From an optimization exercise on the open Yosys and OpenROAD flow, aimed at small area; shortcuts taken in it are not production practice. RTL that was checked went through simulation tests only; none was proved equivalent to the original. No functional check of the RTL was part of run 1. No activity file was given, so power comes from the tool's default toggle rates.

[run.sh]
#!/bin/bash
# synth_recipe.tcl (not shown) runs the flow's synth.tcl, then flattens the netlist and writes it again
# the make line also repeats each setting of config.mk as NAME=value (left out here)
make -C /OpenROAD-flow-scripts/flow DESIGN_CONFIG=/design/flow/config.mk WORK_HOME=/design/flow/orfs CLKGATE_MAP_FILE= SYNTH_SCRIPT=/design/flow/synth_recipe.tcl finish
[config.mk]
export PLATFORM = sky130hd
export DESIGN_NAME = firepi_top
export DESIGN_NICKNAME = firepi_top
export VERILOG_FILES = /design/flow/design.v
export SDC_FILE = /design/flow/constraint.sdc
export NUM_CORES = 4
export LEC_CHECK = 0
export ABC_AREA = 1
export CAP_MARGIN = 20
export CORE_MARGIN = 2
export CORE_UTILIZATION = 70
export CTS_BUF_LIST = sky130_fd_sc_hd__clkbuf_8
export CTS_CLUSTER_DIAMETER = 60
export CTS_CLUSTER_SIZE = 18
export PLACE_DENSITY = 0.85
export SLEW_MARGIN = 20
[constraint.sdc]
create_clock -name core_clock -period 20.0 [get_ports {clk_50mhz}]
set_input_delay 4.0000 -clock core_clock [delete_from_list [all_inputs] [get_ports {clk_50mhz}]]
set_output_delay 4.0000 -clock core_clock [all_outputs]
set_load 0.01 [all_outputs]
[design.v]
module uart_rx (
    input  wire       clk,
    input  wire       rst,
    input  wire       rx,
    output reg  [7:0] data,
    output reg        valid
);
    reg [3:0] rs;
    reg [8:0] tmr;
    wire idle = (rs == 4'd1);
    wire hit = (tmr == 9'h093);
    always @(posedge clk) begin
        if (idle) tmr <= 9'h1B2;
        else if (hit) tmr <= 9'h1FF;
        else tmr <= {tmr[7:0], tmr[8] ^ tmr[4]};
        if (rs[3] && hit) data <= {rx, data[7:1]};
    end
    always @(posedge clk) begin
        if (rst) begin
            valid <= 1'b0;
            rs <= 4'd1;
        end else begin
            valid <= (rs == 4'd0) && hit;
            if (idle) begin
                if (!rx) rs <= 4'd7;
            end else if (hit) begin
                if (rs == 4'd7 && rx) rs <= 4'd1;
                else rs <= rs + 4'd1;
            end
        end
    end
endmodule
module uart_rx_cmd (
    input  wire       clk,
    input  wire       rst,
    input  wire       rx,
    output reg  [2:0] cls,
    output reg        valid
);
    reg [3:0] rs;
    reg [8:0] tmr;
    reg [3:0] lo;
    reg ok;
    wire idle = (rs == 4'd1);
    wire hit = (tmr == 9'h093);
    wire g6 = (lo == 4'h8) | (lo == 4'h3) | (lo == 4'hD) | (lo == 4'h5);
    wire g3 = (lo[3:1] == 3'd0);
    reg want;
    always @(*) begin
        case (rs[1:0])
            2'd0: want = ~g6;
            2'd1: want = 1'b1;
            2'd2: want = ~g3;
            default: want = 1'b0;
        endcase
    end
    always @(*) begin
        if (!ok) cls = 3'd0;
        else case (lo)
            4'h0: cls = 3'd1;
            4'h1: cls = 3'd2;
            4'h2: cls = 3'd3;
            4'h8: cls = 3'd4;
            4'h3: cls = 3'd5;
            4'hD: cls = 3'd6;
            4'h5: cls = 3'd7;
            default: cls = 3'd0;
        endcase
    end
    always @(posedge clk) begin
        if (idle) tmr <= 9'h1B2;
        else if (hit) tmr <= 9'h1FF;
        else tmr <= {tmr[7:0], tmr[8] ^ tmr[4]};
        if (rs[3] && hit) begin
            if (!rs[2]) begin
                lo <= {rx, lo[3:1]};
                ok <= 1'b1;
            end else if (rx != want) ok <= 1'b0;
        end
    end
    always @(posedge clk) begin
        if (rst) begin
            valid <= 1'b0;
            rs <= 4'd1;
        end else begin
            valid <= (rs == 4'd0) && hit;
            if (idle) begin
                if (!rx) rs <= 4'd7;
            end else if (hit) begin
                if (rs == 4'd7 && rx) rs <= 4'd1;
                else rs <= rs + 4'd1;
            end
        end
    end
endmodule
module firepi_top (
    input  clk_50mhz,
    input  rst,  
    input  uart_rx,  
    output uart_tx,
    input  uart1_rx,  
    output uart1_tx,
    output led_out,  
    output led_solved  
);
    wire clk = clk_50mhz;
    reg [4:0] ph;
    always @(posedge clk) ph <= rst ? 5'd0 : ph + 5'd1;
    wire [3:0] ph4 = ph[3:0];
    wire lowh = ~ph[4];
    wire k0   = (ph == 5'd0);
    wire kend = (ph == 5'd31);
    reg [21:0] dbs;      
    reg blink;           
    wire dbz = (dbs[20:0] == 21'd0);
    always @(posedge clk) begin
        if (rst) begin
            dbs <= 22'd1;
            blink <= 1'b0;
        end else begin
            dbs <= {dbs[20:0], dbs[21] ^ dbs[20] ^ dbz};
            if (dbz && !dbs[21]) blink <= ~blink;
        end
    end
    reg [15:0] lfsr;
    always @(posedge clk)
        if (rst) lfsr <= 16'hACE1;
        else lfsr <= {lfsr[14:0], lfsr[15] ^ lfsr[13] ^ lfsr[12] ^ lfsr[10]};
    wire [7:0] rxd1;
    wire [2:0] cls;      
    wire rxv0, rxv1;
    uart_rx_cmd u_rx0 (.clk(clk), .rst(rst), .rx(uart_rx), .cls(cls), .valid(rxv0));
    uart_rx u_rx1 (.clk(clk), .rst(rst), .rx(uart1_rx), .data(rxd1), .valid(rxv1));
    reg [15:0] a0, a1, a2, a3;    
    reg [15:0] b0, b1, b2, b3;    
    reg        gbuf;              
    reg [31:0] acc;               
    wire [3:0] ap = {a3[0], a2[0], a1[0], a0[0]};
    wire [3:0] bp = {b3[0], b2[0], b1[0], b0[0]};
    reg  [3:0] ain, bin;
    reg        accin;
    always @(posedge clk) begin
        a0 <= {ain[0], a0[15:1]};
        a1 <= {ain[1], a1[15:1]};
        a2 <= {ain[2], a2[15:1]};
        a3 <= {ain[3], a3[15:1]};
        b0 <= {bin[0], b0[15:1]};
        b1 <= {bin[1], b1[15:1]};
        b2 <= {bin[2], b2[15:1]};
        b3 <= {bin[3], b3[15:1]};
        acc <= {accin, acc[31:1]};
    end
    localparam S_IDLE = 4'd0, S_D1 = 4'd1, S_D2 = 4'd2, S_D3 = 4'd3,
               S_A1   = 4'd4, S_A2 = 4'd5, S_RDX = 4'd6, S_AP = 4'd7,
               S_TX   = 4'd8;
    localparam L_NONE = 3'd0, L_SWX = 3'd1, L_SW13 = 3'd2, L_SW23 = 3'd3,
               L_H0 = 3'd4, L_H1 = 3'd5, L_MEAS = 3'd6;
    reg [3:0] st;
    reg processing, green, meas;
    reg [3:0] tbyte, tslot;
    reg [8:0] tmr;
    reg txr, nb;
    wire tend = (tmr == 9'h093);
    reg fr;
    reg [3:0] idx;
    reg ready;
    reg wpend, wact;
    reg blkp, bact, bcopy, fwd;
    reg [1:0] o;
    reg [2:0] lop;
    reg lact;
    reg [1:0] sub, hi;
    reg [3:0] j;
    reg carry, prev, mcur, mnext, ep, eq;
    reg [13:0] rr;
    localparam [15:0] C4 = 16'd46344;    
    wire isH  = lop[2] & ~lop[1];
    wire h1   = lop[0];
    wire isM  = lop[2] & lop[1];
    wire isSW = ~lop[2] & lop[1];
    wire pro  = (hi == 2'd3);            
    wire mv   = isH | isSW;              
    wire st0  = mv & (sub == 2'd0);
    wire st1  = mv & (sub == 2'd1);
    wire [1:0] hp = hi[0] ? (h1 ? 2'd1 : 2'd2) : 2'd0;
    wire [1:0] hq = hi[0] ? 2'd3 : (h1 ? 2'd2 : 2'd1);
    wire hornH = isH & sub[1];
    wire mhorn = isM & ~pro & ~sub[0];
    wire madd  = isM & ~pro & sub[0];
    wire horn = hornH | mhorn;
    wire [1:0] ni = pro ? 2'd0 : sub[0] ? hi + 2'd1 : hi;
    wire [3:0] nj = (pro | sub[0]) ? 4'd15 : j - 4'd1;
    wire [1:0] tring;
    wire [1:0] xsel = isSW ? (sub[0] ? {lop[0], ~lop[0]} : 2'd3) :
                      isM ? (madd ? {2{ph[4]}} : hi) : (sub[0] ? hq : hp);
    wire [1:0] qsel = !lact ? tring : isSW ? {lop[0], ~lop[0]} : isH ? hq : ni;
    wire xr = ap[xsel];
    wire qr = ap[qsel];
    wire ext = (isH & (sub == 2'd3)) ? eq : ep;
    wire xk = lowh ? xr : ext;
    wire mbit = isH ? C4[j] : mcur;
    wire neg = mhorn & (j == 4'd15);
    wire first = (j == 4'd15) & horn;
    wire accp = acc[0];
    wire pm = mbit & xk;
    wire [15:0] rpos = {rr[1:0], 2'b00, rr[13:2]};
    wire injb = (ph < 5'd14) ? 1'b0 : (ph >= 5'd28) ? 1'b1 : rpos[ph[3:0]];
    wire fa_a = st0 ? (isH & xr) : (st1 | madd) ? accp :
                (horn & ~first & ~k0) ? prev : 1'b0;
    wire fa_b = st0 ? qr : st1 ? (isH & ~xr) :
                madd ? ((hi == 2'd0) ? injb : xr) : (neg ? ~pm : pm);
    wire cin = k0 ? ((st1 & isH) | neg) : carry;
    wire sum = fa_a ^ fa_b ^ cin;
    wire cout = (fa_a & fa_b) | (cin & (fa_a ^ fa_b));
    wire we_x = lact & (((st0 | st1) & lowh) | (hornH & (j == 4'd0) & ~lowh) | madd);
    wire blkreq = (st == S_AP) | ((st == S_IDLE) & ~ready & rxv0 & (cls == 3'd3));
    wire [3:0] wk = idx - 4'd1;
    wire wdat = rxd1[ph4[2:0]];
    integer g;
    always @(*) begin
        for (g = 0; g < 4; g = g + 1) begin
            bin[g] = (wact && lowh && wk[2:1] == g && ph4[3] == ~wk[0]) ? wdat : bp[g];
            if (bact && lowh)
                ain[g] = bcopy ? (fwd ? bin[g] : bp[g]) : ((o == g) && (ph4 == 4'd14));
            else if (we_x && xsel == g)
                ain[g] = sum;
            else
                ain[g] = ap[g];
        end
        accin = accp;
        if (lact && horn) accin = sum;
        else if (lact && st0 && lowh) accin = xr;
    end
    reg [7:0] cbyte;
    always @(*) begin
        case (tbyte[2:0])
            3'd7: cbyte = 8'hAA;
            3'd0: cbyte = {7'b0, green};
            3'd2: cbyte = {7'b0011000, o[1]};
            3'd3: cbyte = meas ? {7'b0011000, o[0]} : 8'h4B;
            3'd4: cbyte = 8'h0D;
            3'd5: cbyte = 8'h0A;
            default: cbyte = 8'h00;
        endcase
    end
    wire [2:0] nd = tslot[2:0];                   
    wire ampbyte = tbyte[3];
    assign tring = tbyte[2:1];
    wire tcap = ~ampbyte | (ph4 == {~tbyte[0], nd});
    wire ans = ~tbyte[3] & (tbyte[2:1] == 2'b01 || tbyte[2:1] == 2'b10);
    assign uart1_tx = txr | ans;
    assign uart_tx  = txr | ~ans;
    assign led_solved = (!processing) && green;
    assign led_out = processing ? blink : (!green);
    always @(posedge clk) begin
        if (st != S_TX) tmr <= 9'h1A4;        
        else if (tend) tmr <= (tslot == 4'd9) ? 9'h1A4 : 9'h1FF;
        else tmr <= {tmr[7:0], tmr[8] ^ tmr[4]};
        if (st != S_TX) tslot <= 4'd15;
        else if (tend) tslot <= (tslot == 4'd9) ? 4'd15 : tslot + 4'd1;
        if (!tslot[3] && tcap)
            nb <= ampbyte ? qr : cbyte[nd];
    end
    always @(posedge clk) begin
        if (rst) begin
            st <= S_IDLE;
            processing <= 1'b0;
            green <= 1'b1;
            txr <= 1'b1;
            fr <= 1'b0;
            ready <= 1'b0;
            wpend <= 1'b0;
            wact <= 1'b0;
            blkp <= 1'b1;
            bcopy <= 1'b0;
            bact <= 1'b0;
            o <= 2'd0;
            lop <= L_NONE;
            lact <= 1'b0;
        end else begin
            if (rxv1) begin
                if (!fr) begin
                    if (rxd1 == 8'hAA) begin idx <= 4'd0; fr <= 1'b1; end
                end else begin
                    if (idx == 4'd8) gbuf <= rxd1[0];
                    if (idx[3] == 1'b0) wpend <= 1'b1;
                    if (idx == 4'd9) begin ready <= 1'b1; fr <= 1'b0; end
                    else idx <= idx + 4'd1;
                end
            end
            if (st == S_AP) ready <= 1'b0;
            if (kend) begin
                wact <= wpend;
                if (wpend) wpend <= 1'b0;
            end else if (ph == 5'd15) wact <= 1'b0;
            case (st)
                S_IDLE: begin
                    processing <= 1'b0;
                    if (ready) begin
                        processing <= 1'b1;
                        st <= S_AP;
                    end else if (rxv0) begin
                        processing <= 1'b1;
                        case (cls)
                            3'd3: begin      
                                green <= 1'b1; meas <= 1'b0; tbyte <= 4'd3;
                                blkp <= 1'b1; bcopy <= 1'b0; o <= 2'd0;
                                st <= S_D2;
                            end
                            3'd4: begin      
                                green <= 1'b0; meas <= 1'b0; tbyte <= 4'd3;
                                lop <= L_H0; st <= S_A1;
                            end
                            3'd5: begin      
                                green <= 1'b0; meas <= 1'b0; tbyte <= 4'd3;
                                lop <= L_SWX; st <= S_A1;
                            end
                            3'd6: begin      
                                green <= 1'b1; meas <= 1'b1; tbyte <= 4'd7;
                                lop <= L_MEAS; st <= S_D3;
                            end
                            3'd7: begin      
                                meas <= 1'b0; tbyte <= 4'd7;
                                st <= S_D1;
                            end
                            default: st <= S_RDX;
                        endcase
                    end
                end
                S_AP: begin
                    green <= gbuf;
                    blkp <= 1'b1;
                    bcopy <= 1'b1;
                    fwd <= wpend;
                    st <= S_IDLE;
                end
                S_RDX: st <= S_IDLE;
                S_A1: if (rxv0) begin
                    if (lop[2]) begin
                        lop <= (cls == 3'd1) ? L_H0 : (cls == 3'd2) ? L_H1 : L_NONE;
                        st <= S_D1;
                    end else begin
                        lop <= (cls == 3'd1) ? L_SW13 : (cls == 3'd2) ? L_SW23 : L_SWX;
                        st <= S_A2;
                    end
                end
                S_A2: if (rxv0) begin
                    if (!((lop == L_SW13 && cls == 3'd2) || (lop == L_SW23 && cls == 3'd1)))
                        lop <= L_NONE;
                    st <= S_D1;
                end
                S_D3: st <= S_D2;
                S_D2: begin
                    rr <= ~lfsr[13:0];
                    st <= S_D1;
                end
                S_D1: st <= S_TX;
                S_TX: begin
                    if (tend) begin
                        if (tslot == 4'd15) txr <= 1'b0;
                        else if (!tslot[3]) txr <= nb;
                        else if (tslot == 4'd8) txr <= 1'b1;
                        else begin
                            if (tbyte == 4'd5) st <= S_IDLE;
                            else if (tbyte == 4'd1 && !meas) tbyte <= 4'd3;
                            else tbyte <= tbyte + 4'd1;
                        end
                    end
                end
                default: st <= S_IDLE;
            endcase
            if (kend) begin
                bact <= blkp;
                if (blkp && !blkreq) blkp <= 1'b0;
                if (!blkp && lop != L_NONE && !lact && st != S_A1 && st != S_A2) begin
                    lact <= 1'b1;
                    sub <= 2'd0; hi <= {2{lop[2] & lop[1]}}; j <= 4'd15;
                end
            end
            if (lact && kend) begin
                mcur <= mnext;
                if (isSW) begin
                    sub <= 2'd1;
                    if (sub[0]) begin lop <= L_NONE; lact <= 1'b0; end
                end else if (isH) begin
                    case (sub)
                        2'd0: sub <= 2'd1;
                        2'd1: sub <= 2'd2;
                        2'd2: begin
                            j <= j - 4'd1;
                            if (j == 4'd0) sub <= 2'd3;
                        end
                        2'd3: begin
                            j <= j - 4'd1;
                            if (j == 4'd0) begin
                                sub <= 2'd0;
                                hi <= 2'd1;
                                if (hi[0]) begin lop <= L_NONE; lact <= 1'b0; end
                            end
                        end
                    endcase
                end else if (isM) begin
                    if (pro) hi <= 2'd0;
                    else if (!sub[0]) begin
                        j <= j - 4'd1;
                        if (j == 4'd0) sub <= 2'd1;
                    end else begin
                        sub <= 2'd0;
                        if (!sum || hi == 2'd2) begin
                            o <= sum ? 2'd3 : hi;
                            lop <= L_NONE; lact <= 1'b0;
                            blkp <= 1'b1; bcopy <= 1'b0;
                        end else hi <= hi + 2'd1;
                    end
                end
            end
        end
    end
    always @(posedge clk) begin
        carry <= cout;
        prev <= accp;
        if (lact && ph == 5'd15) begin
            if (st0 && isH) ep <= fa_a ^ fa_b ^ cout;
            if (st1 && isH) eq <= fa_a ^ fa_b ^ cout;
            if (isM) ep <= xr;
        end
        if (lact && isM && lowh && ph4 == nj) mnext <= qr;
    end
endmodule
==> impl_metrics.json, run 1 <==
{
  "status": "timing/DRC/antenna clean",
  "vias": 7930,
  "io_buffers": 7,
  "internal-power_uw": 850,
  "crit_fanout": 7,
  "avgSynthCellArea_sq_um": 9.42,
  "skew_ps": 25.4,
  "worst_ep_arrival_time_ps": 2030,
  "grtUsageTotal": 0.243,
  "routed_wl_um": 21100,
  "clock_latency_ps": 560,
  "grt_pass1_vias": 7617,
  "gr-usage-met3": 0.0374,
  "fp.dieW_um": 132,
  "clk_pin_slew_ps": 100,
  "dr.pass1.iters": 6,
  "grt_util_met2": 0.407,
  "worst-r2r-setup-slack_ps": 15600,
  "slew_viol_final": 0,
  "routabilityCongestion": 0.987,
  "layout-area-overhead-vs-synth_pct": 5.80,
  "clock.fmax_mhz": 166,
  "postRouteAntennaNets": 0,
  "seqPwrFrac": 0.605,
  "finalHoldViolCount": 0,
  "h-tree-depth": 1,
  "worst_setup_path_end_kind": "output port",
  "cts_root_buffer": "clkbuf_8",
  "busiest_layer": "met2",
  "drc": 0,
  "diodes": 0,
  "cts-buffers-inserted": 23,
  "grt_use_met1": 0.318,
  "pwr-share-comb": 0.131,
  "worstSetupPathType": "flip-flop to output port",
  "slew_headroom": 0.362,
  "power_density_nw_per_um2": 97.3,
  "drive_above_1_share": 0.0599,
  "post_cts_resized": 0,
  "vias_per_cell": 5.46,
  "start_util": 0.717,
  "worst_setup_path_start_kind": "flip-flop",
  "nets": 1267,
  "ys_seq_area_frac": 0.604,
  "switching_share": 0.275,
  "syn_inst": 1209,
  "max_cap_viol_count": 0,
  "post_cts_buffers": 0,
  "syn_area_sq_um": 11400,
  "grt_max_degree": 55,
  "rows": 46,
  "synth_nets": 1251,
  "cts_tree": "built",
  "grt-ovfl-total": 0,
  "dpl_cell_area_sq_um": 11700,
  "hpwl_um": 15100,
  "rsz0062_at_grt": "no",
  "die_area_sq_um": 17300,
  "p_leak_nw": 5.18,
  "synth_top_area_cell": "dfxtp_1",
  "tightestPinTransition_ps": 953,
  "period_needed_ps": 6030,
  "coreArea_sq_um": 15900,
  "ys_warn_count": 3,
  "grt_antenna_before_repair": 0,
  "ys_types": 55,
  "p_switching_uw": 323,
  "tns_ps": 0,
  "finalCritPeriodShare": 0.302,
  "io_pins": 8,
  "postCtsHoldBufs": 0,
  "synth_seq_cells": 318,
  "fin_area_sq_um": 12100,
  "wl_per_cell_um": 14.5,
  "hold_class": "flip-flop to flip-flop",
  "power.clock.fraction": 0.264,
  "synthTopCellsByArea": "dfxtp_1 (47%), edfxtp_1 (13%), nand2_1 (6.0%)",
  "grt_pass1_wl_um": 34900,
  "yosysTopAreaCellShare": 0.469,
  "peakVddDrop_mv": 0.109,
  "die_h_um": 132,
  "finalSetupViolations": 0,
  "clockBufferDepth": 3,
  "cts.sinks": 318,
  "worstPathRequired_ps": 16000,
  "drtIter0Drc": 702
}
## per-layer routing
metal / vias up / routed length (um)
met5: - / 0
met4: 0 / 821
met3: 68 / 1170
met2: 240 / 9830
met1: 3673 / 9250
li1: 3949 / -
## through the flow
stage	setup WS (ps)	util	cells	total power, mW	hold slack, ps
5_1_grt	13890	0.759	1452	1.23	334
3_3_place_gp	13820	0.734	1416	0.867	310
4_1_cts	13940	0.759	1452	1.18	331
3_5_place_dp	13630	0.734	1416	0.874	312
2_1_floorplan	14600	-	1209	0.835	310
6_report	13970	0.759	1452	1.17	327
## area by class of cell
type | count | area (sq um)
fillers | 1123 | 3830
clock inverters | 13 | 82.6
flip-flops and latches | 318 | 6880
multi-input cells | 686 | 3720
clock buffers | 23 | 317
well taps | 216 | 270
repair buffers | 10 | 87.6
inverters | 186 | 698
## cell families after synthesis
| group | after synthesis | synth area share |
|---|---|---|
| simple gates | 450 | 0.176 |
| compound gates | 177 | 0.0913 |
| buf+inv | 205 | 0.0697 |
| fa+ha+maj | 38 | 0.0431 |
| mux | 3 | 0.00297 |
| flops | 318 | 0.604 |
| xor+xnor | 18 | 0.0138 |
## cells in the final DEF (no fill, tap or decap), drive strengths merged, types with 2 or more instances in the layout
master         instances
nor3                  28
xnor2                 10
nand2                192
o2111ai                3
clkinv                 3
fa                     2
nor2                 127
nor4                  14
a211oi                 4
a31oi                  6
clkbuf                23
o311ai                 2
and2                   2
nand3                 60
o22ai                  6
o21ai                 71
o211ai                14
nand4                 17
clkdlybuf4s50          6
o31ai                  3
a21oi                 55
inv                  196
or2                    9
mux2                   3
ha                    36
dfxtp                267
edfxtp                51
a221oi                 2
xor2                   8
buf                    4
## critical path, cell delays in order (launching register included)
cell	delay, ps
edfxtp_1	500
ha_1	350
nand2_1	60
nand2_1	60
clkdlybuf4s50_1	530
## power by group through the flow
| stage | registers (mW) | logic [mW] | clock network [mW] |
|---|---|---|---|
| finish | 0.710 | 0.153 | 0.309 |
| global route | 0.713 | 0.174 | 0.338 |
| CTS | 0.709 | 0.152 | 0.314 |
| detailed placement | 0.723 | 0.151 | 0 |
| global placement | 0.722 | 0.145 | 0 |
| floorplan | 0.716 | 0.119 | 0 |
## registers in the layout, summed over array words and instances, names as in the netlist, 5 cells and up
name / count
dbs: 22
lfsr: 16
u_rx1.tmr: 9
a0: 16
rr: 14
a2: 16
a3: 16
ph: 5
u_rx0.tmr: 9
b0: 16
a1: 16
tmr: 9
b1: 16
u_rx1.data: 8
b2: 16
acc: 32
b3: 16
## cell usage after synthesis (all sizes together)
library cell / n
o211ai: 14
nor4: 14
dfxtp: 267
mux2: 3
a21oi: 55
ha: 36
a21o: 1
fa: 2
edfxtp: 51
nand4: 17
o211a: 1
nand2: 192
a31o: 1
o311ai: 2
or2: 9
a32oi: 1
o21ai: 71
inv: 185
a211oi: 4
nor2: 127
a31oi: 6
a311oi: 1
a21boi: 1
a221oi: 2
clkbuf: 11
xnor2: 10
a41oi: 1
buf: 8
o41ai: 1
a22oi: 1
o32ai: 1
o31ai: 3
nand3b: 1
o21a: 1
clkinv: 1
o22ai: 6
o2111ai: 3
nor3: 28
nand3: 60
xor2: 8
and2: 2
## final timing paths
check,startpoint,endpoint,cells past startpoint
setup / recovery,tbyte[2]$_DFFE_PP_,uart1_tx,4
hold / removal,a2[8]$_DFF_P_,a2[7]$_DFF_P_,0
setup reg to reg,lop[2]$_SDFF_PP0_,hi[1]$_DFFE_PN_,27
hold reg to reg,a2[8]$_DFF_P_,a2[7]$_DFF_P_,0
==> run 2, diff against run 1 <==
--- a/design.v
+++ b/design.v
@@ -155,3 +155,3 @@
                S_TX   = 4'd8;
-    localparam L_NONE = 3'd0, L_SWX = 3'd1, L_SW13 = 3'd2, L_SW23 = 3'd3,
+    localparam L_NONE = 3'd0, L_SWX = 3'd1, L_SW13 = 3'd3, L_SW23 = 3'd2,
                L_H0 = 3'd4, L_H1 = 3'd5, L_MEAS = 3'd6;
@@ -193,5 +193,4 @@
     wire [1:0] tring;
-    wire [1:0] xsel = isSW ? (sub[0] ? {lop[0], ~lop[0]} : 2'd3) :
-                      isM ? (madd ? {2{ph[4]}} : hi) : (sub[0] ? hq : hp);
-    wire [1:0] qsel = !lact ? tring : isSW ? {lop[0], ~lop[0]} : isH ? hq : ni;
+    wire [1:0] xsel = isM ? (madd ? {2{ph[4]}} : hi) : (sub[0] ? hq : hp);
+    wire [1:0] qsel = !lact ? tring : isM ? ni : hq;
     wire xr = ap[xsel];
@@ -223,3 +222,3 @@
             if (bact && lowh)
-                ain[g] = bcopy ? (fwd ? bin[g] : bp[g]) : ((o == g) && (ph4 == 4'd14));
+                ain[g] = bcopy ? bp[g] : ((o == g) && (ph4 == 4'd14));
             else if (we_x && xsel == g)
@@ -333,3 +332,3 @@
                     bcopy <= 1'b1;
-                    fwd <= wpend;
+                    fwd <= wpend;    
                     st <= S_IDLE;
@@ -372,7 +371,7 @@
             if (kend) begin
-                bact <= blkp;
-                if (blkp && !blkreq) blkp <= 1'b0;
+                bact <= blkp & ~(bcopy & fwd & wpend);
+                if (blkp && !blkreq && !(bcopy && fwd && wpend)) blkp <= 1'b0;
                 if (!blkp && lop != L_NONE && !lact && st != S_A1 && st != S_A2) begin
                     lact <= 1'b1;
-                    sub <= 2'd0; hi <= {2{lop[2] & lop[1]}}; j <= 4'd15;
+                    sub <= 2'd0; hi <= {lop[2] & lop[1], lop[1]}; j <= 4'd15;
                 end
--- a/config.mk
+++ b/config.mk
@@ -10,7 +10,6 @@
 export CORE_MARGIN = 2
-export CORE_UTILIZATION = 70
-export CTS_BUF_LIST = sky130_fd_sc_hd__clkbuf_8
-export CTS_CLUSTER_DIAMETER = 60
-export CTS_CLUSTER_SIZE = 18
-export PLACE_DENSITY = 0.85
+export CORE_UTILIZATION = 40
+export CTS_BUF_LIST = sky130_fd_sc_hd__clkbuf_16
+export CTS_CLUSTER_DIAMETER = 120
+export CTS_CLUSTER_SIZE = 28
 export SLEW_MARGIN = 20
==> impl_metrics.json, run 2 <==
{
  "pwr-share-comb": 0.140,
  "finalSetupViolations": 0,
  "grt-ovfl-total": 0,
  "post_cts_buffers": 0,
  "final_core_util": 0.439,
  "worst_setup_path_end_kind": "output port",
  "worst_ep_arrival_time_ps": 2020,
  "clock_latency_ps": 510,
  "yosysTopAreaCellShare": 0.472,
  "finalPower_mw": 1.22,
  "grt_max_degree": 58,
  "postCtsHoldBufs": 0,
  "n_fill_cell": 2731,
  "peakVddDrop_mv": 0.0752,
  "status": "timing/DRC/antenna clean",
  "async_reset_ff_frac": 0,
  "io_buffers": 7,
  "vias_per_cell": 4.75,
  "timing.rr.start": "ph[0]$_SDFF_PP0_",
  "fp.dieW_um": 172,
  "cts-buffers-inserted": 15,
  "instances_no_fill": 1599,
  "finalCritPeriodShare": 0.301,
  "drtIter0Drc": 443,
  "synthTopCellsByArea": "dfxtp_1 (47%), edfxtp_1 (14%), inv_1 (6.1%)",
  "ys_warn_count": 3,
  "layout-area-overhead-vs-synth_pct": 7.85,
  "synth_commonest_cells": "dfxtp_1 (267), inv_1 (184), nand2_1 (165)",
  "cts_root_buffer": "clkbuf_16",
  "final_common_cell": "dfxtp_1",
  "vias": 7600,
  "period_needed_ps": 6020,
  "coreArea_sq_um": 27900,
  "skew_ps": 28.0,
  "worst_setup_path_start_kind": "flip-flop",
  "worst-path-buf-inv": 1,
  "avgSynthCellArea_sq_um": 9.38,
  "power.clock.fraction": 0.271,
  "regArea_sq_um": 6880,
  "seqPwrFrac": 0.589,
  "synth.most_common_cell": "dfxtp_1",
  "slew_headroom": 0.334,
  "crit_path_cell_trace": "ha_1, nand2_1, nand2_1, clkdlybuf4s50_1",
  "multi_input_area_sq_um": 3650,
  "power_density_nw_per_um2": 99.6,
  "die_h_um": 172,
  "finalHoldViolCount": 0,
  "crit_fanout": 7,
  "p_leak_nw": 5.14,
  "syn_inst": 1208,
  "place_ws_ps": 14310,
  "tns_ps": 0,
  "cts.sinks": 318,
  "worstSetupPathType": "flip-flop to output port",
  "clk_pin_slew_ps": 120,
  "grt_antenna_before_repair": 0,
  "clock.fmax_mhz": 166,
  "slowest_delay_ps": 520,
  "max_cap_viol_count": 0,
  "drive_above_1_share": 0.0450,
  "syn_area_sq_um": 11300,
  "cts_tree": "built",
  "synth_nets": 1250,
  "hpwl_um": 14500,
  "p_switching_uw": 328,
  "grt_pass1_wl_um": 33900,
  "drc": 0,
  "ys_seq_area_frac": 0.607,
  "io_pins": 8,
  "synth_seq_cells": 318,
  "ys_types": 51,
  "critical-path-top-delay-family": "buffers and inverters",
  "hp-start": "acc[31]$_DFF_P_",
  "regMostFlops": "acc",
  "final_cell_mix": "dfxtp_1 (267), inv_1 (191), nand2_1 (165)",
  "critPathLaunch": "tbyte[2]$_DFFE_PP_",
  "rsz0062_at_grt": "no",
  "top_regs": "acc x32, dbs x22",
  "tightestPinTransition_ps": 995,
  "switching_share": 0.269,
  "routabilityCongestion": 0.918,
  "grt_pass1_vias": 7055,
  "internal-power_uw": 890,
  "dr.pass1.iters": 5,
  "grtUsageTotal": 0.140,
  "h-tree-depth": 1,
  "crit_path_frequent_cell": "nand2_1",
  "ys.flop_type": "dfxtp_1",
  "post_cts_resized": 0,
  "wl_per_cell_um": 12.8,
  "place_inst": 1576,
  "largest_reg_flops": 32,
  "postRouteAntennaNets": 0,
  "hold_class": "flip-flop to flip-flop",
  "slowest_stage": "clkdlybuf4s50_1",
  "routed_wl_um": 20500,
  "die_area_sq_um": 29700,
  "diodes": 0,
  "clockBufferDepth": 3,
  "slew_viol_final": 0,
  "start_util": 0.407,
  "worstPathRequired_ps": 16000,
  "fin_ws_ps": 13980,
  "synth-edff-count": 51,
  "synth_top_area_cell": "dfxtp_1",
  "rows": 61,
  "nets": 1257
}
## run 2: cell types whose count changed in the layout (fill, tap and decap cells not counted), moves of 4 or more
cell       delta
a21oi_1       +5
nand2_1      -16
clkbuf_8     -23
o21ai_0       +6
nor2_1        +9
clkbuf_16    +15
nor4_1        +4
nor2_4        +4
## run 2: final timing paths
check | end | slack [ps] | depth (start not counted)
setup / recovery | uart1_tx | 13980 | 4
hold / removal | acc[30]$_DFF_P_ | 320 | 0
setup reg to reg | hi[1]$_DFFE_PN_ | 15930 | 19
hold reg to reg | acc[30]$_DFF_P_ | 320 | 0
## run 2: metrics by stage
stage / cell area (sq um) / hold slack [ps]
floorplan: 11300 / 310
CTS: 12200 / 329
global placement: 11800 / 311
detailed placement: 11800 / 312
global route: 12200 / 334
finish: 12200 / 322
## run 2: cell type report
type	instances	area share
tap	378	0.0387
multi-input combinational	679	0.299
sequential	318	0.562
inverter	192	0.0592
clock inverter	8	0.00379
clock buffer	15	0.0307
timing repair buffer	9	0.00655
## run 2: cells by family after synthesis
kind of cell	synth area share
simple gates	0.175
compound gates	0.0903
fa+ha+maj	0.0433
xor+xnor	0.0139
flops	0.607
buf+inv	0.0713
## run 2: worst register-to-register path: stages, from the launching register on
cell and delay (ps):
dfxtp_1 860, clkinv_1 510, nor2_1 190, nor2_1 50, o21ai_0 100, o211ai_1 130
nand3_1 140, nand2_1 70, nand3_1 120, a21oi_1 100, nand2_2 90, nand2_1 50
nand2_1 70, fa_1 510, nor2_1 220, inv_1 70, o21ai_0 250, nand2_1 80
a21oi_1 130, o32ai_1 90
## run 2: power by group through the flow
stage	logic (mW)	clock network (mW)	registers, mW
floorplan	0.134	0	0.722
global placement	0.168	0	0.731
detailed placement	0.171	0	0.732
CTS	0.172	0.344	0.717
global route	0.195	0.366	0.723
finish	0.171	0.330	0.717
## run 2: routing by layer
layer,part of all wire,GRT usage,vias up
li1,-,-,3915
met2,0.44,0.225,121
met1,0.51,0.197,3535
met3,0.032,0.0190,29
met4,0.023,0.0391,0
met5,0,0,-
==> run 3, diff against run 2 <==
--- a/config.mk
+++ b/config.mk
@@ -11,5 +11,5 @@
 export CORE_UTILIZATION = 40
-export CTS_BUF_LIST = sky130_fd_sc_hd__clkbuf_16
-export CTS_CLUSTER_DIAMETER = 120
-export CTS_CLUSTER_SIZE = 28
+export CTS_BUF_LIST = sky130_fd_sc_hd__clkbuf_8
+export CTS_CLUSTER_DIAMETER = 80
+export CTS_CLUSTER_SIZE = 14
 export SLEW_MARGIN = 20
==> impl_metrics.json, run 3 <==
{
  "status": "timing/DRC/antenna clean",
  "async_reset_ff_frac": 0,
  "final_common_cell": "dfxtp_1",
  "drc": 0,
  "slew_headroom": 0.327,
  "max_cap_viol_count": 0,
  "seqPwrFrac": 0.594,
  "place_inst": 1576,
  "grt_max_degree": 58,
  "drtIter0Drc": 439,
  "clockBufferDepth": 3,
  "final_cell_mix": "dfxtp_1 (267), inv_1 (195), nand2_1 (165)",
  "avgSynthCellArea_sq_um": 9.38,
  "grt_pass1_vias": 7198,
  "period_needed_ps": 6070,
  "pwr-share-comb": 0.141,
  "grt_pass1_wl_um": 34300,
  "cts.sinks": 318,
  "fin_ws_ps": 13930,
  "regArea_sq_um": 6880,
  "io_pins": 8,
  "clock.fmax_mhz": 165,
  "tightestPinTransition_ps": 1010,
  "rsz0062_at_grt": "no",
  "finalHoldViolCount": 0,
  "finalSetupViolations": 0,
  "worstPathRequired_ps": 16000,
  "finalCritPeriodShare": 0.303,
  "power.clock.fraction": 0.265,
  "rows": 61,
  "worst_ep_arrival_time_ps": 2070,
  "start_util": 0.407,
  "vias_per_cell": 4.75,
  "whs_ps": 320,
  "cts_root_buffer": "clkbuf_8",
  "regMostFlops": "acc",
  "post_cts_resized": 0,
  "slew_viol_final": 0,
  "skew_ps": 23.8,
  "synth.most_common_cell": "dfxtp_1",
  "grt_antenna_before_repair": 0,
  "postRouteAntennaNets": 0,
  "p_leak_nw": 5.16,
  "die_h_um": 172,
  "layout-area-overhead-vs-synth_pct": 7.89,
  "nets": 1268,
  "grtUsageTotal": 0.141,
  "internal-power_uw": 876,
  "worst_setup_path_start_kind": "flip-flop",
  "ys_types": 51,
  "finalPower_mw": 1.21,
  "post_cts_buffers": 0,
  "crit_fanout": 7,
  "dr.pass1.iters": 4,
  "n_fill_cell": 2728,
  "cts-buffers-inserted": 26,
  "clk_pin_slew_ps": 100,
  "synth_commonest_cells": "dfxtp_1 (267), inv_1 (184), nand2_1 (165)",
  "hpwl_um": 14500,
  "clock_latency_ps": 570,
  "instances_no_fill": 1615,
  "ys.flop_type": "dfxtp_1",
  "switching_share": 0.274,
  "multi_input_area_sq_um": 3650,
  "fp.dieW_um": 172,
  "synth_nets": 1250,
  "synth-edff-count": 51,
  "routabilityCongestion": 0.918,
  "wl_per_cell_um": 12.8,
  "ys_warn_count": 3,
  "synth_seq_cells": 318,
  "die_area_sq_um": 29700,
  "diodes": 0,
  "largest_reg_flops": 32,
  "power_density_nw_per_um2": 98.7,
  "hold_class": "flip-flop to flip-flop",
  "tns_ps": 0,
  "ys_seq_area_frac": 0.607,
  "vias": 7675,
  "io_buffers": 7,
  "worst_setup_path_end_kind": "output port",
  "cts_tree": "built",
  "coreArea_sq_um": 27900,
  "syn_inst": 1208,
  "place_ws_ps": 14310,
  "syn_area_sq_um": 11300,
  "grt-ovfl-total": 0,
  "routed_wl_um": 20700,
  "postCtsHoldBufs": 0,
  "synth_top_area_cell": "dfxtp_1",
  "h-tree-depth": 1,
  "worst-r2r-setup-slack_ps": 15980,
  "peakVddDrop_mv": 0.0591,
  "top_regs": "acc x32, dbs x22",
  "drive_above_1_share": 0.0542,
  "synthTopCellsByArea": "dfxtp_1 (47%), edfxtp_1 (14%), inv_1 (6.1%)",
  "worstSetupPathType": "flip-flop to output port",
  "yosysTopAreaCellShare": 0.472,
  "p_switching_uw": 331
}
-- run 3: final timing paths --
path,from,end,depth (start not counted)
setup / recovery,tbyte[2]$_DFFE_PP_,uart1_tx,4
hold / removal,acc[31]$_DFF_P_,acc[30]$_DFF_P_,0
setup reg to reg,ph[0]$_SDFF_PP0_,hi[1]$_DFFE_PN_,19
hold reg to reg,acc[31]$_DFF_P_,acc[30]$_DFF_P_,0
-- run 3: metal layers --
layer  up-vias  part of all wire  GRT usage
met5         -                 0          0
met4         0             0.027     0.0446
met3        39             0.031     0.0222
met2       112              0.43      0.225
met1      3583              0.51      0.197
li1       3941                 -          -
-- run 3: final cells by class --
| class | count | share of cell area |
|---|---|---|
| Clock buffer | 28 | 0.0315 |
| Clock inverter | 11 | 0.00338 |
| Inverter | 192 | 0.0591 |
| Multi-Input combinational cell | 679 | 0.299 |
| Sequential cell | 318 | 0.562 |
| Tap cell | 378 | 0.0387 |
| Timing Repair Buffer | 9 | 0.00655 |
-- run 3: kinds of logic (layout without fill, tap and decap cells) --
kind of cell | Yosys count | after routing | synth area share
buffers and inverters | 211 | 240 | 0.0713
and+or+nand+nor | 443 | 443 | 0.175
xor gates and xnor gates | 18 | 18 | 0.0139
adders and majority gates | 38 | 38 | 0.0433
DFF | 318 | 318 | 0.607
AOI/OAI and AO/OA | 180 | 180 | 0.0903
-- run 3: power by group through the flow --
stage          registers, mW  logic (mW)  clock network (mW)
6_report               0.717       0.170               0.320
5_1_grt                0.723       0.195               0.357
4_1_cts                0.717       0.172               0.335
3_5_place_dp           0.732       0.171                   0
3_3_place_gp           0.731       0.168                   0
2_1_floorplan          0.722       0.134                   0
-- run 3: critical path: stages, from the launching register on --
cell,delay (ps)
edfxtp_1,500
ha_1,350
nand2_1,60
nand2_1,60
clkdlybuf4s50_1,520
-- run 3: per-stage QoR --
| step | area (sq um) | utilization |
|---|---|---|
| floorplan | 11300 | - |
| global placement | 11800 | 0.424 |
| detailed placement | 11800 | 0.424 |
| CTS | 12200 | 0.439 |
| global route | 12200 | 0.439 |
| finish | 12200 | 0.439 |
==> run 4, diff against run 3 <==
--- a/design.v
+++ b/design.v
@@ -8,3 +8,4 @@
     reg [3:0] rs;
-    reg [8:0] tmr;
+    reg [8:0] tq;       
+    wire [8:0] tmr = tq ^ 9'h0AA;
     wire idle = (rs == 4'd1);
@@ -12,5 +13,3 @@
     always @(posedge clk) begin
-        if (idle) tmr <= 9'h1B2;
-        else if (hit) tmr <= 9'h1FF;
-        else tmr <= {tmr[7:0], tmr[8] ^ tmr[4]};
+        tq <= (idle ? 9'h1B2 : hit ? 9'h1FF : {tmr[7:0], tmr[8] ^ tmr[4]}) ^ 9'h0AA;
         if (rs[3] && hit) data <= {rx, data[7:1]};
@@ -40,3 +39,4 @@
     reg [3:0] rs;
-    reg [8:0] tmr;
+    reg [8:0] tq;       
+    wire [8:0] tmr = tq ^ 9'h0AA;
     reg [3:0] lo;
@@ -70,5 +70,3 @@
     always @(posedge clk) begin
-        if (idle) tmr <= 9'h1B2;
-        else if (hit) tmr <= 9'h1FF;
-        else tmr <= {tmr[7:0], tmr[8] ^ tmr[4]};
+        tq <= (idle ? 9'h1B2 : hit ? 9'h1FF : {tmr[7:0], tmr[8] ^ tmr[4]}) ^ 9'h0AA;
         if (rs[3] && hit) begin
@@ -107,3 +105,3 @@
     reg [4:0] ph;
-    always @(posedge clk) ph <= rst ? 5'd0 : ph + 5'd1;
+    always @(posedge clk) ph <= ph + 5'd1;
     wire [3:0] ph4 = ph[3:0];
@@ -112,4 +110,7 @@
     wire kend = (ph == 5'd31);
-    reg [21:0] dbs;      
+    localparam [21:0] DINV = 22'h2AAAAA;
+    localparam [15:0] LINV = 16'hAAAA;
+    reg [21:0] dbq;      
     reg blink;           
+    wire [21:0] dbs = dbq ^ DINV;
     wire dbz = (dbs[20:0] == 21'd0);
@@ -117,6 +118,6 @@
         if (rst) begin
-            dbs <= 22'd1;
+            dbq <= 22'd1 ^ DINV;
             blink <= 1'b0;
         end else begin
-            dbs <= {dbs[20:0], dbs[21] ^ dbs[20] ^ dbz};
+            dbq <= {dbs[20:0], dbs[21] ^ dbs[20] ^ dbz} ^ DINV;
             if (dbz && !dbs[21]) blink <= ~blink;
@@ -124,6 +125,7 @@
     end
-    reg [15:0] lfsr;
+    reg [15:0] lfq;      
+    wire [15:0] lfsr = lfq ^ LINV;
     always @(posedge clk)
-        if (rst) lfsr <= 16'hACE1;
-        else lfsr <= {lfsr[14:0], lfsr[15] ^ lfsr[13] ^ lfsr[12] ^ lfsr[10]};
+        if (rst) lfq <= 16'hACE1 ^ LINV;
+        else lfq <= {lfsr[14:0], lfsr[15] ^ lfsr[13] ^ lfsr[12] ^ lfsr[10]} ^ LINV;
     wire [7:0] rxd1;
@@ -160,3 +162,4 @@
     reg [3:0] tbyte, tslot;
-    reg [8:0] tmr;
+    reg [8:0] tq;        
+    wire [8:0] tmr = tq ^ 9'h0AA;
     reg txr, nb;
@@ -254,5 +257,4 @@
     always @(posedge clk) begin
-        if (st != S_TX) tmr <= 9'h1A4;        
-        else if (tend) tmr <= (tslot == 4'd9) ? 9'h1A4 : 9'h1FF;
-        else tmr <= {tmr[7:0], tmr[8] ^ tmr[4]};
+        tq <= ((st != S_TX) ? 9'h1A4 : tend ? ((tslot == 4'd9) ? 9'h1A4 : 9'h1FF) :
+               {tmr[7:0], tmr[8] ^ tmr[4]}) ^ 9'h0AA;
         if (st != S_TX) tslot <= 4'd15;
@@ -270,4 +272,2 @@
             ready <= 1'b0;
-            wpend <= 1'b0;
-            wact <= 1'b0;
             blkp <= 1'b1;
@@ -284,3 +284,2 @@
                     if (idx == 4'd8) gbuf <= rxd1[0];
-                    if (idx[3] == 1'b0) wpend <= 1'b1;
                     if (idx == 4'd9) begin ready <= 1'b1; fr <= 1'b0; end
@@ -290,6 +289,2 @@
             if (st == S_AP) ready <= 1'b0;
-            if (kend) begin
-                wact <= wpend;
-                if (wpend) wpend <= 1'b0;
-            end else if (ph == 5'd15) wact <= 1'b0;
             case (st)
@@ -417,2 +412,8 @@
     end
+    always @(posedge clk) begin
+        if (rxv1 && fr && !idx[3]) wpend <= 1'b1;
+        else if (kend) wpend <= 1'b0;
+        if (kend) wact <= wpend;
+        else if (ph == 5'd15) wact <= 1'b0;
+    end
     always @(posedge clk) begin
--- a/config.mk
+++ b/config.mk
@@ -11,5 +11,5 @@
 export CORE_UTILIZATION = 40
-export CTS_BUF_LIST = sky130_fd_sc_hd__clkbuf_8
-export CTS_CLUSTER_DIAMETER = 80
-export CTS_CLUSTER_SIZE = 14
+export CTS_BUF_LIST = sky130_fd_sc_hd__clkbuf_16
+export CTS_CLUSTER_DIAMETER = 120
+export CTS_CLUSTER_SIZE = 28
 export SLEW_MARGIN = 20
==> impl_metrics.json, run 4 <==
{
  "top_regs": "acc x32, dbq x22",
  "die_area_sq_um": 29300,
  "max_cap_viol_count": 0,
  "regArea_sq_um": 6890,
  "io_buffers": 7,
  "cts-buffers-inserted": 15,
  "tns_ps": 0,
  "async_reset_ff_frac": 0,
  "hpwl_um": 14000,
  "peakVddDrop_mv": 0.0646,
  "critical-path-top-delay-family": "flip-flops",
  "dr.max_layer_used": "met4",
  "syn_area_sq_um": 11200,
  "grt-ovfl-total": 0,
  "diodes": 0,
  "clock_latency_ps": 490,
  "wl_met3_um": 690,
  "synth_nets": 1204,
  "grt_pass1_wl_um": 33200,
  "cts_root_buffer": "clkbuf_16",
  "worst_ep_arrival_time_ps": 2010,
  "cts_tree": "built",
  "h-tree-depth": 1,
  "worst_setup_path_end_kind": "output port",
  "skew_ps": 21.6,
  "slowest_delay_ps": 530,
  "ys_warn_count": 3,
  "clk_pin_slew_ps": 110,
  "drc": 0,
  "synth_top_area_cell": "dfxtp_1",
  "nets": 1209,
  "synthTopCellsByArea": "dfxtp_1 (48%), edfxtp_1 (14%), nand2_1 (5.8%)",
  "synth_fa_ha_area_frac": 0.0438,
  "finalCritPeriodShare": 0.301,
  "post_cts_buffers": 0,
  "yosys.area_share.xor_xnor": 0.0180,
  "regMostFlops": "acc",
  "whs_ps": 323,
  "largest_reg_flops": 32,
  "vias": 7312,
  "grt_max_degree": 43,
  "grt_pass1_vias": 6742,
  "worstPathRequired_ps": 16000,
  "synth_compound_area_frac": 0.0897,
  "synth_top_family_by_area": "simple AND/OR/NAND/NOR gates",
  "finalSetupViolations": 0,
  "synth.most_common_cell": "dfxtp_1",
  "vias_per_cell": 4.71,
  "coreArea_sq_um": 27600,
  "routed-wl-met2_um": 8430,
  "wl_per_cell_um": 12.7,
  "routabilityCongestion": 0.859,
  "final_common_cell": "dfxtp_1",
  "postCtsHoldBufs": 0,
  "slew_viol_final": 0,
  "start_util": 0.405,
  "finalHoldViolCount": 0,
  "power_density_nw_per_um2": 96.4,
  "postRouteAntennaNets": 0,
  "synth-simple-area-share": 0.174,
  "worst_setup_path_start_kind": "flip-flop",
  "crit_path_cell_trace": "ha_1, nand2_1, nand2_1, clkdlybuf4s50_1",
  "n_fill_cell": 2703,
  "yosysTopAreaCellShare": 0.476,
  "rows": 61,
  "synth_seq_cells": 318,
  "io_pins": 8,
  "synth_commonest_cells": "dfxtp_1 (266), nand2_1 (172), inv_1 (138)",
  "worst-path-buf-inv": 1,
  "fp.dieW_um": 171,
  "period_needed_ps": 6010,
  "drive_above_1_share": 0.0486,
  "drtIter0Drc": 496,
  "status": "timing/DRC/antenna clean",
  "ys_types": 50,
  "clock.fmax_mhz": 166,
  "worstSetupPathType": "flip-flop to output port",
  "crit_path_frequent_cell": "nand2_1",
  "met1_length_um": 10100,
  "dr.pass1.iters": 5,
  "hold_class": "flip-flop to flip-flop",
  "slowest_stage": "edfxtp_1",
  "rsz0062_at_grt": "no",
  "routed_wl_um": 19700,
  "layout-area-overhead-vs-synth_pct": 7.92,
  "instances_no_fill": 1552,
  "post_cts_resized": 0,
  "p_leak_nw": 4.96,
  "crit_fanout": 9,
  "tightestPinTransition_ps": 1040,
  "die_h_um": 171,
  "grtUsageTotal": 0.138,
  "place_inst": 1528,
  "finalPower_mw": 1.16,
  "slew_headroom": 0.304,
  "cts.sinks": 318,
  "synthMuxAreaShare": 0,
  "ys.flop_type": "dfxtp_1",
  "ys_seq_area_frac": 0.616,
  "synth-edff-count": 52,
  "clockBufferDepth": 3,
  "syn_inst": 1162,
  "multi_input_area_sq_um": 3640,
  "avgSynthCellArea_sq_um": 9.63,
  "final_cell_mix": "dfxtp_1 (266), nand2_1 (172), inv_1 (146)",
  "grt_antenna_before_repair": 0
}
==> run 4: worst paths after layout <==
path,startpoint,end,slack [ps],depth (start not counted)
worst min-delay path,b3[8]$_DFF_P_,b3[7]$_DFF_P_,320,0
worst max-delay path,tbyte[2]$_DFFE_PP_,uart1_tx,13990,4
worst min register to register,b3[8]$_DFF_P_,b3[7]$_DFF_P_,320,0
worst max register to register,ph[0]$_DFF_P_,hi[0]$_DFFE_PN_,15940,17
==> run 4: cells by family (layout without fill, tap and decap cells) <==
kind of cell             after synthesis  count (layout)
AO/OA/AOI/OAI                        176             176
XOR/XNOR                              23              23
adder cells (fa/ha/maj)               38              38
AND/OR/NAND/NOR                      437             437
flip-flops                           318             318
buffers and inverters                170             182
==> run 4: power by group <==
| part | leakage, nW | switching (mW) | total (mW) | internal [mW] |
|---|---|---|---|---|
| Clock | 0.237 | 0.189 | 0.330 | 0.141 |
| Sequential | 2.62 | 0.0231 | 0.708 | 0.685 |
| Combinational | 2.09 | 0.0812 | 0.126 | 0.0451 |
==> run 4: area by class of cell <==
cell class                 instances  share of cell area
sequential                       318               0.570
multi-input combinational        674               0.302
inverter                         149              0.0463
tap                              378              0.0392
clock buffer                      15              0.0311
timing repair buffer               9             0.00705
clock inverter                     9             0.00415
==> run 4: per-stage QoR <==
stage | area, sq um | worst slack [ps] | util
6_report | 12100 | 13990 | 0.437
5_1_grt | 12100 | 13870 | 0.437
4_1_cts | 12100 | 13960 | 0.437
3_5_place_dp | 11600 | 13890 | 0.422
3_3_place_gp | 11600 | 13970 | 0.422
2_1_floorplan | 11200 | 14640 | -
==> run 4: layer usage <==
layer	track usage	up-vias
li1	-	3803
met2	0.213	116
met4	0.0398	0
met5	0	-
met3	0.0202	27
met1	0.202	3366
==> run 5, diff against run 4 <==
--- a/config.mk
+++ b/config.mk
@@ -11,5 +11,5 @@
 export CORE_UTILIZATION = 40
-export CTS_BUF_LIST = sky130_fd_sc_hd__clkbuf_16
-export CTS_CLUSTER_DIAMETER = 120
-export CTS_CLUSTER_SIZE = 28
+export CTS_BUF_LIST = sky130_fd_sc_hd__clkbuf_8
+export CTS_CLUSTER_DIAMETER = 80
+export CTS_CLUSTER_SIZE = 14
 export SLEW_MARGIN = 20
==> impl_metrics.json, run 5 <==
{
  "status": "timing/DRC/antenna clean",
  "synth_seq_cells": 318,
  "grt_pass1_vias": 6881,
  "ys_seq_area_frac": 0.616,
  "grt_antenna_before_repair": 0,
  "post_cts_resized": 0,
  "instances_no_fill": 1568,
  "synth_top_area_cell": "dfxtp_1",
  "avgSynthCellArea_sq_um": 9.63,
  "postRouteAntennaNets": 0,
  "peakVddDrop_mv": 0.0599,
  "drc": 0,
  "finalPower_mw": 1.15,
  "h-tree-depth": 1,
  "period_needed_ps": 6080,
  "fin_ws_ps": 13920,
  "final_cell_mix": "dfxtp_1 (266), nand2_1 (172), inv_1 (150)",
  "worst-r2r-setup-slack_ps": 15920,
  "synth_nets": 1204,
  "ys.flop_type": "dfxtp_1",
  "post_cts_buffers": 0,
  "internal-power_uw": 854,
  "ys_warn_count": 3,
  "synth-edff-count": 52,
  "finalSetupViolations": 0,
  "tns_ps": 0,
  "io_pins": 8,
  "die_area_sq_um": 29300,
  "drive_above_1_share": 0.0580,
  "postCtsHoldBufs": 0,
  "skew_ps": 23.0,
  "regMostFlops": "acc",
  "grt_pass1_wl_um": 33800,
  "diodes": 0,
  "slew_headroom": 0.298,
  "place_inst": 1528,
  "worst_setup_path_start_kind": "flip-flop",
  "worst_setup_path_end_kind": "output port",
  "r2r_cells": 17,
  "layout-area-overhead-vs-synth_pct": 7.88,
  "async_reset_ff_frac": 0,
  "ys_types": 50,
  "place_ws_ps": 13890,
  "worst_ep_arrival_time_ps": 2080,
  "p_switching_uw": 299,
  "seqPwrFrac": 0.614,
  "die_h_um": 171,
  "wl_per_cell_um": 12.8,
  "routed_wl_um": 20100,
  "yosysTopAreaCellShare": 0.476,
  "hpwl_um": 14000,
  "vias": 7376,
  "pwr-share-comb": 0.110,
  "holdPathStages": 0,
  "largest_reg_flops": 32,
  "clock_latency_ps": 570,
  "max_cap_viol_count": 0,
  "power.clock.fraction": 0.276,
  "finalCritPeriodShare": 0.304,
  "coreArea_sq_um": 27600,
  "top_regs": "acc x32, dbq x22",
  "worstPathRequired_ps": 16000,
  "cts_root_buffer": "clkbuf_8",
  "grtUsageTotal": 0.141,
  "synthTopCellsByArea": "dfxtp_1 (48%), edfxtp_1 (14%), nand2_1 (5.8%)",
  "syn_inst": 1162,
  "holdPathEnd": "b1[12]$_DFF_P_",
  "synth_commonest_cells": "dfxtp_1 (266), nand2_1 (172), inv_1 (138)",
  "vias_per_cell": 4.70,
  "routabilityCongestion": 0.859,
  "timing.rr.start": "ph[0]$_DFF_P_",
  "finalHoldViolCount": 0,
  "syn_area_sq_um": 11200,
  "synth.most_common_cell": "dfxtp_1",
  "rows": 61,
  "clockBufferDepth": 3,
  "drtIter0Drc": 460,
  "r2r-end": "hi[0]$_DFFE_PN_",
  "start_util": 0.405,
  "nets": 1220,
  "dr.pass1.iters": 5,
  "cts_tree": "built",
  "whs_ps": 321,
  "cts.sinks": 318,
  "final_common_cell": "dfxtp_1",
  "rsz0062_at_grt": "no",
  "fp.dieW_um": 171,
  "io_buffers": 7,
  "worstSetupPathType": "flip-flop to output port",
  "hp-start": "b1[13]$_DFF_P_",
  "p_leak_nw": 4.98,
  "fin_area_sq_um": 12100,
  "clk_pin_slew_ps": 100,
  "grt-ovfl-total": 0,
  "final_core_util": 0.437,
  "power_density_nw_per_um2": 95.5,
  "cts-buffers-inserted": 26,
  "tightestPinTransition_ps": 1050,
  "switching_share": 0.259,
  "clock.fmax_mhz": 165,
  "dpl_cell_area_sq_um": 11600,
  "crit_fanout": 9,
  "hold_class": "flip-flop to flip-flop",
  "slew_viol_final": 0,
  "grt_max_degree": 43
}
run 5: kinds of logic (layout without fill, tap and decap cells):
group / after synthesis / count (layout) / share of synthesized area
flip-flops: 318 / 318 / 0.616
AND/OR/NAND/NOR: 437 / 437 / 0.174
buffers and inverters: 170 / 198 / 0.0587
XOR/XNOR: 23 / 23 / 0.0180
adder cells (fa/ha/maj): 38 / 38 / 0.0438
AO/OA/AOI/OAI: 176 / 176 / 0.0897
run 5: final cells by class:
cell class                      instances  area [sq um]
Fill cell                            2717         15600
Timing Repair Buffer                    9          85.1
Clock inverter                         13          50.0
Tap cell                              378           473
Clock buffer                           27           372
Inverter                              149           559
Multi-Input combinational cell        674          3640
Sequential cell                       318          6890
run 5: worst max-delay path by stage:
stage,to,slack (ps),start,cells after the start
detailed placement,tbyte[0]$_SDFFCE_PP1P_,13890,rst,5
floorplan,rr[0]$_DFFE_PP_,14640,rst,3
CTS,uart1_tx,13880,tbyte[2]$_DFFE_PP_,4
finish,uart1_tx,13920,tbyte[2]$_DFFE_PP_,4
global route,uart1_tx,13770,tbyte[2]$_DFFE_PP_,4
global placement,tbyte[0]$_SDFFCE_PP1P_,13970,rst,5
run 5: critical path, cell delays in order (launching register included):
cell and delay [ps]:
edfxtp_1 520, ha_1 350, nand2_1 60, nand2_1 60, clkdlybuf4s50_1 520
run 5: routing by layer:
metal,track usage,up-vias,routed length (um)
li1,-,3825,-
met1,0.205,3402,10200
met2,0.215,118,8620
met3,0.0216,31,832
met4,0.0446,0,471
met5,0,-,0
run 5: power groups by stage:
stage          logic (mW)  registers [mW]  clock network (mW)
3_5_place_dp        0.127           0.723                   0
5_1_grt             0.148           0.713               0.360
4_1_cts             0.128           0.708               0.333
6_report            0.127           0.708               0.318
3_3_place_gp        0.126           0.723                   0
2_1_floorplan       0.101           0.716                   0
==> run 6, diff against run 5 <==
--- a/design.v
+++ b/design.v
@@ -104,4 +104,6 @@
     wire clk = clk_50mhz;
-    reg [4:0] ph;
-    always @(posedge clk) ph <= ph + 5'd1;
+    reg [8:0] pc;        
+    always @(posedge clk) pc <= pc + 9'd1;
+    wire [4:0] ph = pc[4:0];
+    wire [3:0] bk = pc[8:5];
     wire [3:0] ph4 = ph[3:0];
@@ -175,3 +177,2 @@
     reg [1:0] sub, hi;
-    reg [3:0] j;
     reg carry, prev, mcur, mnext, ep, eq;
@@ -183,3 +184,2 @@
     wire isSW = ~lop[2] & lop[1];
-    wire pro  = (hi == 2'd3);            
     wire mv   = isH | isSW;              
@@ -189,18 +189,21 @@
     wire [1:0] hq = hi[0] ? 2'd3 : (h1 ? 2'd2 : 2'd1);
-    wire hornH = isH & sub[1];
-    wire mhorn = isM & ~pro & ~sub[0];
-    wire madd  = isM & ~pro & sub[0];
+    wire hornH = isH & (sub == 2'd3);
+    wire mhorn = isM & (sub == 2'd1);
+    wire madd  = isM & (sub == 2'd2);
     wire horn = hornH | mhorn;
-    wire [1:0] ni = pro ? 2'd0 : sub[0] ? hi + 2'd1 : hi;
-    wire [3:0] nj = (pro | sub[0]) ? 4'd15 : j - 4'd1;
+    wire [3:0] j = ~bk;
+    wire bfirst = (bk == 4'd0);
+    wire blast = (bk == 4'd15);
+    wire [3:0] nj = ~(bk + 4'd1);
     wire [1:0] tring;
-    wire [1:0] xsel = isM ? (madd ? {2{ph[4]}} : hi) : (sub[0] ? hq : hp);
-    wire [1:0] qsel = !lact ? tring : isM ? ni : hq;
+    wire [1:0] xsel = isM ? (madd ? {2{ph[4]}} : hi) :
+                      ((sub == 2'd1) | (sub[1] & hi[1])) ? hq : hp;
+    wire [1:0] qsel = !lact ? tring : isM ? hi : hq;
     wire xr = ap[xsel];
     wire qr = ap[qsel];
-    wire ext = (isH & (sub == 2'd3)) ? eq : ep;
+    wire ext = (isH & hi[1]) ? eq : ep;
     wire xk = lowh ? xr : ext;
     wire mbit = isH ? C4[j] : mcur;
-    wire neg = mhorn & (j == 4'd15);
-    wire first = (j == 4'd15) & horn;
+    wire neg = mhorn & bfirst;
+    wire first = bfirst & horn;
     wire accp = acc[0];
@@ -216,3 +219,3 @@
     wire cout = (fa_a & fa_b) | (cin & (fa_a ^ fa_b));
-    wire we_x = lact & (((st0 | st1) & lowh) | (hornH & (j == 4'd0) & ~lowh) | madd);
+    wire we_x = lact & (((st0 | st1) & lowh) | (hornH & blast & ~lowh) | madd);
     wire blkreq = (st == S_AP) | ((st == S_IDLE) & ~ready & rxv0 & (cls == 3'd3));
@@ -370,3 +373,3 @@
                     lact <= 1'b1;
-                    sub <= 2'd0; hi <= {lop[2] & lop[1], lop[1]}; j <= 4'd15;
+                    sub <= 2'd0; hi <= {1'b0, lop[1] & ~lop[2]};
                 end
@@ -382,11 +385,8 @@
                         2'd1: sub <= 2'd2;
-                        2'd2: begin
-                            j <= j - 4'd1;
-                            if (j == 4'd0) sub <= 2'd3;
-                        end
-                        2'd3: begin
-                            j <= j - 4'd1;
-                            if (j == 4'd0) begin
+                        2'd2: if (blast) sub <= 2'd3;
+                        2'd3: if (blast) begin
+                            hi[1] <= ~hi[1];
+                            if (hi[1]) begin
                                 sub <= 2'd0;
-                                hi <= 2'd1;
+                                hi[0] <= 1'b1;
                                 if (hi[0]) begin lop <= L_NONE; lact <= 1'b0; end
@@ -396,6 +396,6 @@
                 end else if (isM) begin
-                    if (pro) hi <= 2'd0;
-                    else if (!sub[0]) begin
-                        j <= j - 4'd1;
-                        if (j == 4'd0) sub <= 2'd1;
+                    if (sub == 2'd0) begin
+                        if (blast) sub <= 2'd1;
+                    end else if (sub == 2'd1) begin
+                        if (blast) sub <= 2'd2;
                     end else begin
==> impl_metrics.json, run 6 <==
{
  "slowest_stage": "clkdlybuf4s50_1",
  "die_area_sq_um": 28900,
  "clk_pin_slew_ps": 100,
  "start_util": 0.408,
  "status": "timing/DRC/antenna clean",
  "worstSetupPathType": "flip-flop to output port",
  "rsz0062_at_grt": "no",
  "grtUsageTotal": 0.139,
  "diodes": 0,
  "internal-power_uw": 876,
  "coreArea_sq_um": 27000,
  "grt_pass1_wl_um": 32900,
  "crit_fanout": 9,
  "postCtsHoldBufs": 0,
  "crit_path_frequent_cell": "nand2_1",
  "crit_path_cell_trace": "ha_1, nand2_1, nand2_1, clkdlybuf4s50_1",
  "vias_per_cell": 4.82,
  "ys.flop_type": "dfxtp_1",
  "final_common_cell": "dfxtp_1",
  "worst-r2r-setup-slack_ps": 15830,
  "yosys.area_share.xor_xnor": 0.0223,
  "top_regs": "acc x32, dbq x22",
  "largest_reg_flops": 32,
  "grt-ovfl-total": 0,
  "n_fill_cell": 2585,
  "place_ws_ps": 13690,
  "synth_nets": 1173,
  "grt_antenna_before_repair": 0,
  "finalCritPeriodShare": 0.303,
  "io_buffers": 7,
  "worstPathRequired_ps": 16000,
  "synth-simple-area-share": 0.170,
  "switching_share": 0.262,
  "pwr-share-comb": 0.121,
  "synthTopCellsByArea": "dfxtp_1 (49%), edfxtp_1 (13%), nand2_1 (5.5%)",
  "routabilityCongestion": 0.906,
  "cts.sinks": 318,
  "die_h_um": 170,
  "post_cts_buffers": 0,
  "seqPwrFrac": 0.604,
  "power_density_nw_per_um2": 99.9,
  "power.clock.fraction": 0.275,
  "synth_commonest_cells": "dfxtp_1 (270), nand2_1 (161), inv_1 (136)",
  "worst_setup_path_start_kind": "flip-flop",
  "drtIter0Drc": 579,
  "synth-edff-count": 48,
  "slew_headroom": 0.494,
  "slew_viol_final": 0,
  "nets": 1189,
  "worst_setup_path_end_kind": "output port",
  "fin_ws_ps": 13930,
  "clockBufferDepth": 3,
  "fp.dieW_um": 170,
  "drive_above_1_share": 0.0552,
  "tns_ps": 0,
  "cts_tree": "built",
  "finalHoldViolCount": 0,
  "io_pins": 8,
  "vias": 7232,
  "cts-buffers-inserted": 26,
  "skew_ps": 27.4,
  "h-tree-depth": 1,
  "wl_per_cell_um": 13.2,
  "async_reset_ff_frac": 0,
  "max_cap_viol_count": 0,
  "grt_max_degree": 45,
  "dr.pass1.iters": 5,
  "cts_root_buffer": "clkbuf_8",
  "tightestPinTransition_ps": 758,
  "routed_wl_um": 19800,
  "hpwl_um": 13700,
  "clock.fmax_mhz": 165,
  "yosysTopAreaCellShare": 0.491,
  "synth.most_common_cell": "dfxtp_1",
  "synth_fa_ha_area_frac": 0.0423,
  "hold_class": "flip-flop to flip-flop",
  "ys_types": 50,
  "synth_compound_area_frac": 0.0845,
  "period_needed_ps": 6070,
  "p_leak_nw": 4.92,
  "final_core_util": 0.439,
  "layout-area-overhead-vs-synth_pct": 7.79,
  "avgSynthCellArea_sq_um": 9.72,
  "p_switching_uw": 311,
  "postRouteAntennaNets": 0,
  "synth_seq_cells": 318,
  "finalSetupViolations": 0,
  "ys_seq_area_frac": 0.622,
  "synth_top_area_cell": "dfxtp_1",
  "slowest_delay_ps": 530,
  "syn_area_sq_um": 11000,
  "rows": 60,
  "grt_pass1_vias": 6730,
  "regMostFlops": "acc",
  "syn_inst": 1133,
  "synth_top_family_by_area": "simple AND/OR/NAND/NOR gates",
  "post_cts_resized": 0,
  "ys_warn_count": 3,
  "worst_ep_arrival_time_ps": 2070,
  "peakVddDrop_mv": 0.0759,
  "drc": 0,
  "final_cell_mix": "dfxtp_1 (270), nand2_1 (161), inv_1 (146)",
  "synthMuxAreaShare": 0.000909,
  "clock_latency_ps": 560
}
-- run 6: changes by cell type in the layout (fill, tap and decap cells not counted), sizes merged, moves of 5 or more --
cell and delta:
nand4 -5, nand2 -8, inv -6, o211ai -7, nand3 +11, nor2 -17
-- run 6: layout make-up --
class                           count  area (sq um)  area share
Timing Repair Buffer                9          92.6     0.00780
Tap cell                          341           427      0.0359
Clock buffer                       27           372      0.0313
Inverter                          143           537      0.0452
Sequential cell                   318          6850       0.577
Multi-Input combinational cell    651          3530       0.297
Clock inverter                     11          67.6     0.00569
-- run 6: final timing paths --
check,from,endpoint,cells after the start
min reg2reg,b1[3]$_DFF_P_,b1[2]$_DFF_P_,0
min,b1[3]$_DFF_P_,b1[2]$_DFF_P_,0
max,tbyte[2]$_DFFE_PP_,uart1_tx,4
max reg2reg,pc[0]$_DFF_P_,lop[1]$_SDFF_PP0_,16
-- run 6: power by group through the flow --
stage                     clock network [mW]  registers (mW)  logic (mW)
after global routing                   0.367           0.723       0.167
after global placement                     0           0.731       0.143
after detailed placement                   0           0.731       0.144
after CTS                              0.341           0.717       0.145
final                                  0.327           0.717       0.143
after floorplan                            0           0.724       0.112
-- run 6: per-layer routing --
layer | track usage | wire length, um | up-vias
met1 | 0.195 | 9940 | 3345
met5 | 0 | 0 | -
met4 | 0.0450 | 477 | 0
li1 | - | - | 3741
met3 | 0.0233 | 812 | 30
met2 | 0.219 | 8590 | 116
-- run 6: worst max-delay path: cells and delay by family (launching register included) --
kind                       cells  cell delay, ps
and+or+nand+nor                2             110
DFF                            1             520
adders and majority gates      1             360
buffers and inverters          1             530
-- run 6: cells by family (layout without fill, tap and decap cells) --
kind of cell,Yosys count,count (layout)
AOI/OAI and AO/OA,164,164
xor gates and xnor gates,28,28
adders and majority gates,36,36
buffers and inverters,164,190
DFF,318,318
muxes,1,1
and+or+nand+nor,422,422
-- run 6: through the flow --
step,hold WS [ps],std cells,power (mW),area (sq um)
after CTS,318,1499,1.20,11900
after detailed placement,312,1461,0.875,11400
final,312,1500,1.19,11900
after floorplan,310,1133,0.836,11000
after global routing,322,1500,1.26,11900
after global placement,310,1461,0.874,11400

[re-timing with driven ports]
Ports are ideal in the flow. The routed layouts listed here were re-timed in OpenROAD.
Step 1: set_driving_cell puts a clkbuf_16 on clk_50mhz and a buf_2 on each other input, an assumption about the parent block.
Step 2 moves the port delays by t, midway between the first and last clock arrival at a register: inputs arrive t later, outputs are due t later. That takes back most of the time a late clock gives input paths.
Slacks: no drivers / after step 1 / after step 2; pairs: no drivers / after step 1.
run	t (ns)	setup WS [ns]	latest minus earliest clock arrival (ns)	worst slew at a driven data input, ns
run 1	0.581	13.965 / 13.929 / 13.648	0.029 / 0.029	0.04
run 2	0.541	13.983 / 13.935 / 14.338	0.030 / 0.030	0.03
run 3	0.602	13.930 / 13.890 / 14.331	0.026 / 0.026	0.03
run 4	0.530	13.990 / 13.945 / 13.907	0.028 / 0.028	0.03
run 5	0.597	13.924 / 13.882 / 13.893	0.026 / 0.026	0.03
run 6	0.592	13.933 / 13.890 / 13.996	0.030 / 0.030	0.03
After both steps setup and hold are still met in every run listed. The setup slack of run 1, which loses most, moves by -0.036 ns with the drivers and by -0.317 ns with both steps.
